Background: an optimization exercise with open tools, aiming at small area and a short achievable clock period. Do not read the settings as production practice.
At most, simulation tests tie the RTL to the original design; equivalence was not proved.
Power figures rest on the tool's default switching activity, not on a simulated workload.

==> flow/design.v <==
module adder(clk, rst, in_valid, operand_1, operand_2, out_valid, Sum);
input clk;
input rst;
input in_valid;
input [31:0] operand_1;
input [31:0] operand_2;
output out_valid;
output [31:0] Sum;
reg [1:0] valid;
always @(posedge clk)
    if (rst) valid <= 0;
    else valid <= {valid[0:0], in_valid};
assign out_valid = valid[1];
wire [30:0] op2_iw = operand_2[30:0];
wire [31:0] a = operand_1;
wire [30:0] b = op2_iw;
wire [9:0] s12, s21;
esub u_s12(.a({a[30:23], 1'b1}), .b({~b[30:23], 1'b1}), .s(s12));
esub u_s21(.a({b[30:23], 1'b1}), .b({~a[30:23], 1'b1}), .s(s21));
wire [8:0] d12 = {~s12[9], s12[8:1]};
wire [7:0] d21 = s21[8:1];
wire ge = ~d12[8];
wire [7:0] dd = ge ? d12[7:0] : d21;
wire [0:0] sgn_aw = a[31];
wire [7:0] emax_aw = ge ? a[30:23] : b[30:23];
wire [22:0] fb_aw = ge ? a[22:0] : b[22:0];
wire [22:0] fs_aw = ge ? b[22:0] : a[22:0];
wire [4:0] sh_aw = dd[4:0];
wire [0:0] shz_aw = (dd[7:5] != 3'd0) || (dd[4:3] == 2'b11);
wire [23:0] x0 = {1'b1, fs_aw};
wire [23:0] x1 = sh_aw[0] ? (x0 >> 1) : x0;
wire [23:0] x2 = sh_aw[1] ? (x1 >> 2) : x1;
wire [23:0] x3 = sh_aw[2] ? (x2 >> 4) : x2;
reg [0:0] sgn_s3;
reg [7:0] emax_s3;
reg [22:0] fb_s3;
reg [23:0] xs_s3;
reg [4:0] sh_s3;
reg [0:0] shz_s3;
always @(posedge clk) begin
    sgn_s3 <= sgn_aw;
    emax_s3 <= emax_aw;
    fb_s3 <= fb_aw;
    xs_s3 <= x3;
    sh_s3 <= sh_aw;
    shz_s3 <= shz_aw;
end
wire [23:0] xz3 = shz_s3 ? 24'd0 : xs_s3;
wire [23:0] x4 = sh_s3[3] ? (xz3 >> 8) : xz3;
wire [23:0] x5 = sh_s3[4] ? (x4 >> 16) : x4;
wire [23:0] sml = x5;
wire [24:0] ms;
madd u_madd(.a({1'b1, fb_s3}), .b(sml), .s(ms));
reg [0:0] sgn_c;
reg [7:0] emax_c;
reg [23:0] ms_c;
always @(posedge clk) begin
    sgn_c <= sgn_s3;
    emax_c <= emax_s3;
    ms_c <= ms[24:1];
end
wire [23:0] msn = ms_c;
wire [7:0] e = emax_c + {7'd0, msn[23]};
wire [22:0] f = msn[23] ? msn[22:0] : {msn[21:0], 1'b0};
wire [31:0] res_dw = {sgn_c, e, f};
assign Sum = res_dw;
endmodule
module esub(a, b, s);
input [8:0] a;
input [8:0] b;
output [9:0] s;
wire [8:0] g0 = a & b;
wire [8:0] p0 = a ^ b;
wire g1_1 = g0[1] | (p0[1] & g0[0]);
wire p1_1 = p0[1] & p0[0];
wire g3_1 = g0[3] | (p0[3] & g0[2]);
wire p3_1 = p0[3] & p0[2];
wire g5_1 = g0[5] | (p0[5] & g0[4]);
wire p5_1 = p0[5] & p0[4];
wire g7_1 = g0[7] | (p0[7] & g0[6]);
wire p7_1 = p0[7] & p0[6];
wire g2_1 = g0[2] | (p0[2] & g1_1);
wire p2_1 = p0[2] & p1_1;
wire g3_2 = g3_1 | (p3_1 & g1_1);
wire p3_2 = p3_1 & p1_1;
wire g6_1 = g0[6] | (p0[6] & g5_1);
wire p6_1 = p0[6] & p5_1;
wire g7_2 = g7_1 | (p7_1 & g5_1);
wire p7_2 = p7_1 & p5_1;
wire g4_1 = g0[4] | (p0[4] & g3_2);
wire p4_1 = p0[4] & p3_2;
wire g5_2 = g5_1 | (p5_1 & g3_2);
wire p5_2 = p5_1 & p3_2;
wire g6_2 = g6_1 | (p6_1 & g3_2);
wire p6_2 = p6_1 & p3_2;
wire g7_3 = g7_2 | (p7_2 & g3_2);
wire p7_3 = p7_2 & p3_2;
wire g8_1 = g0[8] | (p0[8] & g7_3);
wire p8_1 = p0[8] & p7_3;
assign s[0] = p0[0];
assign s[1] = p0[1] ^ g0[0];
assign s[2] = p0[2] ^ g1_1;
assign s[3] = p0[3] ^ g2_1;
assign s[4] = p0[4] ^ g3_2;
assign s[5] = p0[5] ^ g4_1;
assign s[6] = p0[6] ^ g5_2;
assign s[7] = p0[7] ^ g6_2;
assign s[8] = p0[8] ^ g7_3;
assign s[9] = g8_1;
endmodule
module madd(a, b, s);
input [23:0] a;
input [23:0] b;
output [24:0] s;
wire [23:0] g0 = a & b;
wire [23:0] p0 = a ^ b;
wire g1_1 = g0[1] | (p0[1] & g0[0]);
wire p1_1 = p0[1] & p0[0];
wire g3_1 = g0[3] | (p0[3] & g0[2]);
wire p3_1 = p0[3] & p0[2];
wire g5_1 = g0[5] | (p0[5] & g0[4]);
wire p5_1 = p0[5] & p0[4];
wire g7_1 = g0[7] | (p0[7] & g0[6]);
wire p7_1 = p0[7] & p0[6];
wire g9_1 = g0[9] | (p0[9] & g0[8]);
wire p9_1 = p0[9] & p0[8];
wire g11_1 = g0[11] | (p0[11] & g0[10]);
wire p11_1 = p0[11] & p0[10];
wire g13_1 = g0[13] | (p0[13] & g0[12]);
wire p13_1 = p0[13] & p0[12];
wire g15_1 = g0[15] | (p0[15] & g0[14]);
wire p15_1 = p0[15] & p0[14];
wire g17_1 = g0[17] | (p0[17] & g0[16]);
wire p17_1 = p0[17] & p0[16];
wire g19_1 = g0[19] | (p0[19] & g0[18]);
wire p19_1 = p0[19] & p0[18];
wire g21_1 = g0[21] | (p0[21] & g0[20]);
wire p21_1 = p0[21] & p0[20];
wire g23_1 = g0[23] | (p0[23] & g0[22]);
wire p23_1 = p0[23] & p0[22];
wire g3_2 = g3_1 | (p3_1 & g1_1);
wire p3_2 = p3_1 & p1_1;
wire g7_2 = g7_1 | (p7_1 & g5_1);
wire p7_2 = p7_1 & p5_1;
wire g11_2 = g11_1 | (p11_1 & g9_1);
wire p11_2 = p11_1 & p9_1;
wire g15_2 = g15_1 | (p15_1 & g13_1);
wire p15_2 = p15_1 & p13_1;
wire g19_2 = g19_1 | (p19_1 & g17_1);
wire p19_2 = p19_1 & p17_1;
wire g23_2 = g23_1 | (p23_1 & g21_1);
wire p23_2 = p23_1 & p21_1;
wire g7_3 = g7_2 | (p7_2 & g3_2);
wire p7_3 = p7_2 & p3_2;
wire g15_3 = g15_2 | (p15_2 & g11_2);
wire p15_3 = p15_2 & p11_2;
wire g23_3 = g23_2 | (p23_2 & g19_2);
wire p23_3 = p23_2 & p19_2;
wire g15_4 = g15_3 | (p15_3 & g7_3);
wire p15_4 = p15_3 & p7_3;
wire g23_4 = g23_3 | (p23_3 & g15_4);
wire p23_4 = p23_3 & p15_4;
wire g11_3 = g11_2 | (p11_2 & g7_3);
wire p11_3 = p11_2 & p7_3;
wire g19_3 = g19_2 | (p19_2 & g15_4);
wire p19_3 = p19_2 & p15_4;
wire g5_2 = g5_1 | (p5_1 & g3_2);
wire p5_2 = p5_1 & p3_2;
wire g9_2 = g9_1 | (p9_1 & g7_3);
wire p9_2 = p9_1 & p7_3;
wire g13_2 = g13_1 | (p13_1 & g11_3);
wire p13_2 = p13_1 & p11_3;
wire g17_2 = g17_1 | (p17_1 & g15_4);
wire p17_2 = p17_1 & p15_4;
wire g21_2 = g21_1 | (p21_1 & g19_3);
wire p21_2 = p21_1 & p19_3;
wire g2_1 = g0[2] | (p0[2] & g1_1);
wire p2_1 = p0[2] & p1_1;
wire g4_1 = g0[4] | (p0[4] & g3_2);
wire p4_1 = p0[4] & p3_2;
wire g6_1 = g0[6] | (p0[6] & g5_2);
wire p6_1 = p0[6] & p5_2;
wire g8_1 = g0[8] | (p0[8] & g7_3);
wire p8_1 = p0[8] & p7_3;
wire g10_1 = g0[10] | (p0[10] & g9_2);
wire p10_1 = p0[10] & p9_2;
wire g12_1 = g0[12] | (p0[12] & g11_3);
wire p12_1 = p0[12] & p11_3;
wire g14_1 = g0[14] | (p0[14] & g13_2);
wire p14_1 = p0[14] & p13_2;
wire g16_1 = g0[16] | (p0[16] & g15_4);
wire p16_1 = p0[16] & p15_4;
wire g18_1 = g0[18] | (p0[18] & g17_2);
wire p18_1 = p0[18] & p17_2;
wire g20_1 = g0[20] | (p0[20] & g19_3);
wire p20_1 = p0[20] & p19_3;
wire g22_1 = g0[22] | (p0[22] & g21_2);
wire p22_1 = p0[22] & p21_2;
assign s[0] = p0[0];
assign s[1] = p0[1] ^ g0[0];
assign s[2] = p0[2] ^ g1_1;
assign s[3] = p0[3] ^ g2_1;
assign s[4] = p0[4] ^ g3_2;
assign s[5] = p0[5] ^ g4_1;
assign s[6] = p0[6] ^ g5_2;
assign s[7] = p0[7] ^ g6_1;
assign s[8] = p0[8] ^ g7_3;
assign s[9] = p0[9] ^ g8_1;
assign s[10] = p0[10] ^ g9_2;
assign s[11] = p0[11] ^ g10_1;
assign s[12] = p0[12] ^ g11_3;
assign s[13] = p0[13] ^ g12_1;
assign s[14] = p0[14] ^ g13_2;
assign s[15] = p0[15] ^ g14_1;
assign s[16] = p0[16] ^ g15_4;
assign s[17] = p0[17] ^ g16_1;
assign s[18] = p0[18] ^ g17_2;
assign s[19] = p0[19] ^ g18_1;
assign s[20] = p0[20] ^ g19_3;
assign s[21] = p0[21] ^ g20_1;
assign s[22] = p0[22] ^ g21_2;
assign s[23] = p0[23] ^ g22_1;
assign s[24] = g23_4;
endmodule
Settings: LEC_CHECK=0, ABC_AREA=1, CAP_MARGIN=20, CORE_MARGIN=2, CORE_UTILIZATION=40, CTS_BUF_LIST=sky130_fd_sc_hd__clkbuf_4 sky130_fd_sc_hd__clkbuf_8, SETUP_SLACK_MARGIN=1.5, SLEW_MARGIN=20; clock period 4.0 ns.
standard.sh (not shown) runs the stock make flow with config.mk's settings and CLKGATE_MAP_FILE= SYNTH_SCRIPT=/design/flow/synth_recipe.tcl, a recipe that flattens the netlist after the stock synthesis.
==> flow/flow/run.sh <==
#!/bin/bash
# Standard layout with two changes:
#  - synthesis leaves the adder logic to ABC instead of first mapping it to
#    the library's full- and half-adder cells (ADDER_MAP_FILE empty); the
#    registers are not affected;
#  - plain buf_1 cells as the port buffers.
export BUFFER_PORTS_ARGS="-buffer_cell sky130_fd_sc_hd__buf_1"
bash standard.sh ADDER_MAP_FILE= finish > standard.log 2>&1
Rerun with:
--- a/flow/design.v
+++ b/flow/design.v
@@ -17,11 +17,24 @@
 wire [9:0] s12, s21;
 esub u_s12(.a({a[30:23], 1'b1}), .b({~b[30:23], 1'b1}), .s(s12));
 esub u_s21(.a({b[30:23], 1'b1}), .b({~a[30:23], 1'b1}), .s(s21));
 wire [8:0] d12 = {~s12[9], s12[8:1]};
 wire [7:0] d21 = s21[8:1];
-wire ge = ~d12[8];
+wire [7:0] cgt = a[30:23] & ~b[30:23];
+wire [7:0] ceq = ~(a[30:23] ^ b[30:23]);
+wire [3:0] cgt1, ceq1;
+wire [1:0] cgt2, ceq2;
+genvar ci;
+generate for (ci = 0; ci < 4; ci = ci + 1) begin : cmp1
+    assign cgt1[ci] = cgt[2*ci+1] | (ceq[2*ci+1] & cgt[2*ci]);
+    assign ceq1[ci] = ceq[2*ci+1] & ceq[2*ci];
+end endgenerate
+generate for (ci = 0; ci < 2; ci = ci + 1) begin : cmp2
+    assign cgt2[ci] = cgt1[2*ci+1] | (ceq1[2*ci+1] & cgt1[2*ci]);
+    assign ceq2[ci] = ceq1[2*ci+1] & ceq1[2*ci];
+end endgenerate
+wire ge = cgt2[1] | (ceq2[1] & (cgt2[0] | ceq2[0]));
 wire [7:0] dd = ge ? d12[7:0] : d21;
 wire [0:0] sgn_aw = a[31];
 wire [7:0] emax_aw = ge ? a[30:23] : b[30:23];
 wire [22:0] fb_aw = ge ? a[22:0] : b[22:0];
 wire [22:0] fs_aw = ge ? b[22:0] : a[22:0];
The changed run completed with no timing, DRC or antenna violations.
Cell area fell by roughly a tenth.
Hold slack improved by 0.0031 ns.
Synthesized area fell slightly.
Combinational power fell by roughly a tenth.
Wire length fell by roughly a tenth.
Setup slack improved by 0.12 ns.
Maximum frequency rose by a few percent.
Die area fell slightly.
Clock skew barely changes.
The RTL of the first run of this note was laid out without a check of its function.

========
Another version of the RTL of adder (not shown whole).
For scale: ~94 flip-flops, about 100 I/O pins.
Design adder, start of the top module:
module adder(clk, rst, in_valid, operand_1, operand_2, out_valid, Sum);
==> module adder, before the edit <==
module adder(clk, rst, in_valid, operand_1, operand_2, out_valid, Sum);
input clk;
input rst;
input in_valid;
input [31:0] operand_1;
input [31:0] operand_2;
output out_valid;
output [31:0] Sum;
reg [1:0] valid;
always @(posedge clk)
    if (rst) valid <= 0;
    else valid <= {valid[0:0], in_valid};
assign out_valid = valid[1];
wire [30:0] op2_iw = operand_2[30:0];
wire [31:0] a = operand_1;
wire [30:0] b = op2_iw;
wire [8:0] d12 = {1'b0, a[30:23]} - {1'b0, b[30:23]};
wire [7:0] d21 = b[30:23] - a[30:23];
wire ge = ~d12[8];
wire [7:0] dd = ge ? d12[7:0] : d21;
wire [0:0] sgn_aw = a[31];
wire [7:0] emax_aw = ge ? a[30:23] : b[30:23];
wire [22:0] fb_aw = ge ? a[22:0] : b[22:0];
wire [22:0] fs_aw = ge ? b[22:0] : a[22:0];
wire [4:0] sh_aw = dd[4:0];
wire [0:0] shz_aw = (dd[7:5] != 3'd0) || (dd[4:3] == 2'b11);
wire [23:0] x0 = shz_aw ? 24'd0 : {1'b1, fs_aw};
wire [23:0] x1 = sh_aw[0] ? (x0 >> 1) : x0;
wire [23:0] x2 = sh_aw[1] ? (x1 >> 2) : x1;
reg [0:0] sgn_s2;
reg [7:0] emax_s2;
reg [22:0] fb_s2;
reg [23:0] xs_s2;
reg [4:0] sh_s2;
always @(posedge clk) begin
    sgn_s2 <= sgn_aw;
    emax_s2 <= emax_aw;
    fb_s2 <= fb_aw;
    xs_s2 <= x2;
    sh_s2 <= sh_aw;
end
wire [23:0] x3 = sh_s2[2] ? (xs_s2 >> 4) : xs_s2;
wire [23:0] x4 = sh_s2[3] ? (x3 >> 8) : x3;
wire [23:0] x5 = sh_s2[4] ? (x4 >> 16) : x4;
wire [23:0] sml = x5;
wire [24:0] ms = {1'b1, fb_s2} + sml;
reg [0:0] sgn_c;
reg [7:0] emax_c;
reg [23:0] ms_c;
always @(posedge clk) begin
    sgn_c <= sgn_s2;
    emax_c <= emax_s2;
    ms_c <= ms[24:1];
end
wire [23:0] msn = ms_c;
wire [7:0] e = emax_c + {7'd0, msn[23]};
wire [22:0] f = msn[23] ? msn[22:0] : {msn[21:0], 1'b0};
wire [31:0] res_dw = {sgn_c, e, f};
assign Sum = res_dw;
endmodule
==> flow/config.mk <==
export PLATFORM = sky130hd
export DESIGN_NAME = adder
export DESIGN_NICKNAME = adder
export VERILOG_FILES = /design/flow/design.v
export SDC_FILE = /design/flow/constraint.sdc
export NUM_CORES = 4
export LEC_CHECK = 0
export ABC_AREA = 1
export CAP_MARGIN = 20
export CORE_MARGIN = 2
export CORE_UTILIZATION = 40
export CTS_BUF_LIST = sky130_fd_sc_hd__clkbuf_4 sky130_fd_sc_hd__clkbuf_8
export SETUP_SLACK_MARGIN = 1.5
export SLEW_MARGIN = 20
==> flow/constraint.sdc <==
create_clock -name core_clock -period 4.0 [get_ports {clk}]
set_input_delay 0.8000 -clock core_clock [delete_from_list [all_inputs] [get_ports {clk}]]
set_output_delay 0.8000 -clock core_clock [all_outputs]
set_load 0.01 [all_outputs]
==> flow/flow/run.sh <==
#!/bin/bash
# Standard layout, with plain buf_1 cells as the port buffers.
export BUFFER_PORTS_ARGS="-buffer_cell sky130_fd_sc_hd__buf_1"
bash standard.sh > standard.log 2>&1
Rerun with:
==> flow/design.v (replaced) <==
module adder(clk, rst, in_valid, operand_1, operand_2, out_valid, Sum);
input clk;
input rst;
input in_valid;
input [31:0] operand_1;
input [31:0] operand_2;
output out_valid;
output [31:0] Sum;
reg [1:0] valid;
always @(posedge clk)
    if (rst) valid <= 0;
    else valid <= {valid[0:0], in_valid};
assign out_valid = valid[1];
wire [30:0] op2_iw = operand_2[30:0];
wire [31:0] a = operand_1;
wire [30:0] b = op2_iw;
wire [8:0] d12 = {1'b0, a[30:23]} - {1'b0, b[30:23]};
wire [7:0] d21 = b[30:23] - a[30:23];
wire [7:0] cgt = a[30:23] & ~b[30:23];
wire [7:0] ceq = ~(a[30:23] ^ b[30:23]);
wire [3:0] cgt1, ceq1;
wire [1:0] cgt2, ceq2;
genvar ci;
generate for (ci = 0; ci < 4; ci = ci + 1) begin : cmp1
    assign cgt1[ci] = cgt[2*ci+1] | (ceq[2*ci+1] & cgt[2*ci]);
    assign ceq1[ci] = ceq[2*ci+1] & ceq[2*ci];
end endgenerate
generate for (ci = 0; ci < 2; ci = ci + 1) begin : cmp2
    assign cgt2[ci] = cgt1[2*ci+1] | (ceq1[2*ci+1] & cgt1[2*ci]);
    assign ceq2[ci] = ceq1[2*ci+1] & ceq1[2*ci];
end endgenerate
wire ge = cgt2[1] | (ceq2[1] & (cgt2[0] | ceq2[0]));
wire [7:0] dd = ge ? d12[7:0] : d21;
wire [0:0] sgn_aw = a[31];
wire [7:0] emax_aw = ge ? a[30:23] : b[30:23];
wire [22:0] fb_aw = ge ? a[22:0] : b[22:0];
wire [22:0] fs_aw = ge ? b[22:0] : a[22:0];
wire [4:0] sh_aw = dd[4:0];
wire [0:0] shz_aw = (dd[7:5] != 3'd0) || (dd[4:3] == 2'b11);
wire [23:0] x0 = {1'b1, fs_aw};
wire [23:0] x1 = sh_aw[0] ? (x0 >> 1) : x0;
wire [23:0] x2 = sh_aw[1] ? (x1 >> 2) : x1;
wire [23:0] x3 = sh_aw[2] ? (x2 >> 4) : x2;
reg [0:0] sgn_s3;
reg [7:0] emax_s3;
reg [22:0] fb_s3;
reg [23:0] xs_s3;
reg [4:0] sh_s3;
reg [0:0] shz_s3;
always @(posedge clk) begin
    sgn_s3 <= sgn_aw;
    emax_s3 <= emax_aw;
    fb_s3 <= fb_aw;
    xs_s3 <= x3;
    sh_s3 <= sh_aw;
    shz_s3 <= shz_aw;
end
wire [23:0] xz3 = shz_s3 ? 24'd0 : xs_s3;
wire [23:0] x4 = sh_s3[3] ? (xz3 >> 8) : xz3;
wire [23:0] x5 = sh_s3[4] ? (x4 >> 16) : x4;
wire [23:0] sml = x5;
wire [24:0] ms = {1'b1, fb_s3} + sml;
reg [0:0] sgn_c;
reg [7:0] emax_c;
reg [23:0] ms_c;
always @(posedge clk) begin
    sgn_c <= sgn_s3;
    emax_c <= emax_s3;
    ms_c <= ms[24:1];
end
wire [23:0] msn = ms_c;
wire [7:0] e = emax_c + {7'd0, msn[23]};
wire [22:0] f = msn[23] ? msn[22:0] : {msn[21:0], 1'b0};
wire [31:0] res_dw = {sgn_c, e, f};
assign Sum = res_dw;
endmodule
Outcome: Register-to-register slack improved by 0.05 ns. Design area went down by 6.8%. Worst setup slack got worse by 0.0039 ns. Non-clock buffer count went down by 38. Via count went down by 2.1%. Wire length went down by about 7%. Critical path depth went down by 3. Global-route usage went down by 2.7 points.

==> static timing again, ports no longer ideal <==
How much do the figures lean on ideal ports? The routed layouts below were timed once more, with nothing changed but the port constraints. Step 1 assumes that a clkbuf_16 drives the clock port and a buf_2 every other input. Step 2, shift: input delay + t, output delay - t, t = (earliest + latest rising clock arrival at the registers) / 2. This alone moves slack from input paths to output paths. Three values: ideal, step 1, step 2; two values: the first two.
run	t (ns)	slack for setup (ns)	worst setup path at the end
the first run of note 1	0.399	1.499 / 1.499 / 1.100	input to register
the second run of note 1	0.401	1.621 / 1.590 / 1.236	input to register
the first run of note 2	0.414	1.503 / 1.495 / 1.081	input to register
the second run of note 2	0.403	1.499 / 1.514 / 1.111	input to register
After both steps every run listed still meets setup and hold. For the first run of note 2, which loses most, drivers alone change the setup slack by -0.008 ns; drivers and shift together by -0.422 ns.
